Background: an optimization exercise with open tools, aiming at small area, a short achievable clock period and few clock cycles. Do not read the settings as production practice. The RTL was checked by simulation tests, not by an equivalence proof against the original design. No activity file was given, so power comes from the tool's default toggle rates.

## maple
// RV32I_Core
module RV32I_Core (
    input  logic        clk,
    input  logic        reset,
    input  logic [31:0] instrCode,
    output logic [31:0] instrMemAddr,
    output logic        dataWe,
    output logic [31:0] dataAddr,
    output logic [31:0] dataWData,
    input  logic [31:0] dataRData,
    output logic        transfer,
    input  logic        ready
);
    localparam logic [6:0] OP_R = 7'b0110011, OP_L = 7'b0000011, OP_I = 7'b0010011,
        OP_S = 7'b0100011, OP_B = 7'b1100011, OP_LU = 7'b0110111, OP_AU = 7'b0010111,
        OP_J = 7'b1101111, OP_JL = 7'b1100111;
    logic [31:0] pc_f;
    logic        v_e;
    logic [31:0] a_e, b_e, imm_e;
    logic [ 4:0] rd_e;
    logic        we_e, ld_e, st_e, br_e, pred_e, jalr_e;
    logic        sub_e, uns_e, s_add_e, s_slt_e, s_xor_e, s_or_e, s_and_e, s_sh_e;
    logic        shl_e, sha_e;
    logic [ 2:0] f3_e;
    logic [ 4:0] rs1_d, rs2_d;
    logic        v_m, mem_m, pend;
    logic [31:0] res_m, sd_m;
    logic [ 4:0] rd_m;
    logic        we_m, ld_m, st_m;
    wire         m_ld = v_m & ld_m;
    wire         wb_en = v_m & we_m;
  ...
Settings: LEC_CHECK=0, CAP_MARGIN=20, CORE_MARGIN=2, CORE_UTILIZATION=50, CTS_BUF_LIST=sky130_fd_sc_hd__clkbuf_8, CTS_CLUSTER_DIAMETER=60, CTS_CLUSTER_SIZE=15, PLACE_DENSITY=0.7, SETUP_SLACK_MARGIN=4.0, SLEW_MARGIN=20, SYNTH_HIERARCHICAL=1; clock period 8.0 ns.
run.sh (not shown) runs the stock make flow with config.mk's settings and CLKGATE_MAP_FILE= SYNTH_SCRIPT=/design/flow/synth_recipe.tcl, a recipe that flattens the netlist after the stock synthesis.
Testbench counts of maple, summed over its fixed seeds: cycles 32,567.
Input-level comparison between garnet and maple:
# maple
export LEC_CHECK = 0
export CAP_MARGIN = 20
export CORE_MARGIN = 2
export CORE_UTILIZATION = 50
export CTS_BUF_LIST = sky130_fd_sc_hd__clkbuf_8
export CTS_CLUSTER_DIAMETER = 60
export CTS_CLUSTER_SIZE = 15
export PLACE_DENSITY = 0.7
export SETUP_SLACK_MARGIN = 4.0
export SLEW_MARGIN = 20
export SYNTH_HIERARCHICAL = 1
create_clock -name core_clock -period 8.0 [get_ports {clk}]
# garnet
export LEC_CHECK = 0
export CAP_MARGIN = 20
export CORE_MARGIN = 2
export CORE_UTILIZATION = 50
export CTS_BUF_LIST = sky130_fd_sc_hd__clkbuf_8
export CTS_CLUSTER_DIAMETER = 50
export CTS_CLUSTER_SIZE = 18
export PLACE_DENSITY = 0.75
export SETUP_SLACK_MARGIN = 4.0
export SLEW_MARGIN = 20
export SYNTH_HIERARCHICAL = 1
create_clock -name core_clock -period 8.0 [get_ports {clk}]
## What came out
- Comparing garnet and maple, the higher worst stage delay on the critical path is on maple.
- Worst slew slack as a fraction of its limit in garnet is 6.4 points lower than in maple
- garnet closes out successfully: all stages finished, all timing, DRC and antenna checks passed.
- Diff maple -> garnet | wire length | up by a few percent
- Leakage power summed over all cells (lower): maple
## Diff of input files: ember against garnet
# garnet
export LEC_CHECK = 0
export CAP_MARGIN = 20
export CORE_MARGIN = 2
export CORE_UTILIZATION = 50
export CTS_BUF_LIST = sky130_fd_sc_hd__clkbuf_8
export CTS_CLUSTER_DIAMETER = 50
export CTS_CLUSTER_SIZE = 18
export PLACE_DENSITY = 0.75
export SETUP_SLACK_MARGIN = 4.0
export SLEW_MARGIN = 20
export SYNTH_HIERARCHICAL = 1
create_clock -name core_clock -period 8.0 [get_ports {clk}]
# ember
export LEC_CHECK = 0
export CAP_MARGIN = 20
export CORE_MARGIN = 2
export CORE_UTILIZATION = 50
export CTS_BUF_LIST = sky130_fd_sc_hd__clkbuf_8
export CTS_CLUSTER_DIAMETER = 60
export CTS_CLUSTER_SIZE = 15
export PLACE_DENSITY = 0.75
export SETUP_SLACK_MARGIN = 4.1
export SLEW_MARGIN = 20
export SYNTH_HIERARCHICAL = 1
create_clock -name core_clock -period 8.0 [get_ports {clk}]
## What came out
ember against garnet: count of clock-buffer cells in the layout decreased by 2.6% relative to the old numbers, fraction of the mapped netlist area in simple logic gates closely matched the old numbers, number of cells in the design after placement closely matched the old numbers.
Going from garnet to ember, sum of internal, switching and leakage power ~0 delta, number of CTS-inserted buffers -0.91%.
Setup slack: ember vs garnet down 0.21 ns
Maximum number of pins on one net before global-route repair in ember is 36 below garnet.
Diff garnet -> ember: total met3 wirelength after detailed routing now sits higher, average wire length per cell after detail routing now sits higher, global-route wire length before repair now sits higher, non-clock buffer count now sits higher.
Edits applied to the flow inputs when going from ember to fjord:
# ember
export LEC_CHECK = 0
export CAP_MARGIN = 20
export CORE_MARGIN = 2
export CORE_UTILIZATION = 50
export CTS_BUF_LIST = sky130_fd_sc_hd__clkbuf_8
export CTS_CLUSTER_DIAMETER = 60
export CTS_CLUSTER_SIZE = 15
export PLACE_DENSITY = 0.75
export SETUP_SLACK_MARGIN = 4.1
export SLEW_MARGIN = 20
export SYNTH_HIERARCHICAL = 1
create_clock -name core_clock -period 8.0 [get_ports {clk}]
# fjord
export LEC_CHECK = 0
export CAP_MARGIN = 20
export CORE_MARGIN = 2
export CORE_UTILIZATION = 50
export CTS_BUF_LIST = sky130_fd_sc_hd__clkbuf_8
export CTS_CLUSTER_DIAMETER = 60
export CTS_CLUSTER_SIZE = 15
export PLACE_DENSITY = 0.8
export SETUP_SLACK_MARGIN = 3.9
export SLEW_MARGIN = 20
export SYNTH_HIERARCHICAL = 1
create_clock -name core_clock -period 8.0 [get_ports {clk}]
## What came out
- Going from ember to fjord, routing usage on met2 shows a reduction of 0.99 points, final cell utilization of the core shows a reduction of 2.3 points, global-route wire length before repair shows a reduction of 3.1%.
Relative to fjord, the following input files were edited for tundra:
# fjord
export LEC_CHECK = 0
export CAP_MARGIN = 20
export CORE_MARGIN = 2
export CORE_UTILIZATION = 50
export CTS_BUF_LIST = sky130_fd_sc_hd__clkbuf_8
export CTS_CLUSTER_DIAMETER = 60
export CTS_CLUSTER_SIZE = 15
export PLACE_DENSITY = 0.8
export SETUP_SLACK_MARGIN = 3.9
export SLEW_MARGIN = 20
export SYNTH_HIERARCHICAL = 1
create_clock -name core_clock -period 8.0 [get_ports {clk}]
# tundra
export LEC_CHECK = 0
export CAP_MARGIN = 20
export CORE_MARGIN = 2
export CORE_UTILIZATION = 50
export CTS_BUF_LIST = sky130_fd_sc_hd__clkbuf_8
export CTS_CLUSTER_DIAMETER = 60
export CTS_CLUSTER_SIZE = 15
export SETUP_SLACK_MARGIN = 4.0
export SLEW_MARGIN = 20
export SYNTH_HIERARCHICAL = 1
create_clock -name core_clock -period 8.0 [get_ports {clk}]
[summary]
Compared to fjord, tundra has non-clock buffer total of the final layout about 14% higher.
Taking tundra as 1.0, fjord lands at 0.57 on number of setup buffers added after CTS.
Summary of the comparison: worst setup slack before clock tree synthesis is higher in tundra, relative to fjord.
tundra vs fjord — weighted congestion reported at the end of routability-driven placement dropped by a few percent
--- input diff tundra..willow ---
# tundra
export LEC_CHECK = 0
export CAP_MARGIN = 20
export CORE_MARGIN = 2
export CORE_UTILIZATION = 50
export CTS_BUF_LIST = sky130_fd_sc_hd__clkbuf_8
export CTS_CLUSTER_DIAMETER = 60
export CTS_CLUSTER_SIZE = 15
export SETUP_SLACK_MARGIN = 4.0
export SLEW_MARGIN = 20
export SYNTH_HIERARCHICAL = 1
create_clock -name core_clock -period 8.0 [get_ports {clk}]
# willow
export LEC_CHECK = 0
export CAP_MARGIN = 20
export CORE_MARGIN = 2
export CORE_UTILIZATION = 50
export CTS_BUF_LIST = sky130_fd_sc_hd__clkbuf_8
export CTS_CLUSTER_DIAMETER = 60
export CTS_CLUSTER_SIZE = 15
export PLACE_DENSITY = 0.75
export SETUP_SLACK_MARGIN = 4.0
export SLEW_MARGIN = 20
export SYNTH_HIERARCHICAL = 1
create_clock -name core_clock -period 8.0 [get_ports {clk}]
From tundra to willow the numbers moved as follows: synthesized instance count saw little to no change, half-perimeter wire length after detailed placement now smaller.
| internal power summed over all cells | lower: willow |
b_e[21] as the endpoint of the worst setup timing path was reported by willow, and a_e[9] by tundra.
Going from tundra to willow, critical path required time grew by 0.09 ns, length of the first detailed-routing pass in iterations rose 2, fmax climbed 9.7 MHz, non-clock buffer count now larger.

==> what the ideal ports hide <==
The results above use ideal ports. As a check the final layouts listed here were re-extracted and re-timed, cells and wires unchanged.
Step 1 (the two cells are an assumption about what drives the block):
set clk [get_ports {clk}]
set_driving_cell -lib_cell sky130_fd_sc_hd__clkbuf_16 $clk
set_driving_cell -lib_cell sky130_fd_sc_hd__buf_2 [delete_from_list [all_inputs] $clk]
Step 2 moves the port delays by t, midway between the first and last clock arrival at a register: inputs arrive t later, outputs are due t later. That takes back most of the time a late clock gives input paths.
Three values: no drivers, after step 1, after step 2; two values: the first two.
| run | t (ns) | setup slack, ns | hold slack, ns | clock arrival spread, ns | pins driven straight from the clock port |
|---|---|---|---|---|---|
| maple | 0.889 | 3.945 / 3.884 / 2.995 | 0.353 / 0.353 / 0.353 | 0.071 / 0.071 | 1 |
| garnet | 0.927 | 3.842 / 3.872 / 2.945 | 0.370 / 0.370 / 0.370 | 0.076 / 0.077 | 1 |
| ember | 0.970 | 3.630 / 3.634 / 2.664 | 0.378 / 0.378 / 0.378 | 0.124 / 0.125 | 1 |
| fjord | 0.957 | 3.795 / 3.743 / 2.882 | 0.382 / 0.382 / 0.382 | 0.100 / 0.099 | 1 |
| tundra | 0.962 | 3.727 / 3.789 / 2.827 | 0.377 / 0.377 / 0.377 | 0.116 / 0.116 | 1 |
| willow | 0.943 | 3.897 / 3.900 / 2.985 | 0.380 / 0.380 / 0.380 | 0.073 / 0.073 | 1 |
After both steps setup and hold are still met in every run listed. For ember, which loses most, drivers alone change the setup slack by +0.004 ns; drivers and shift together by -0.966 ns.
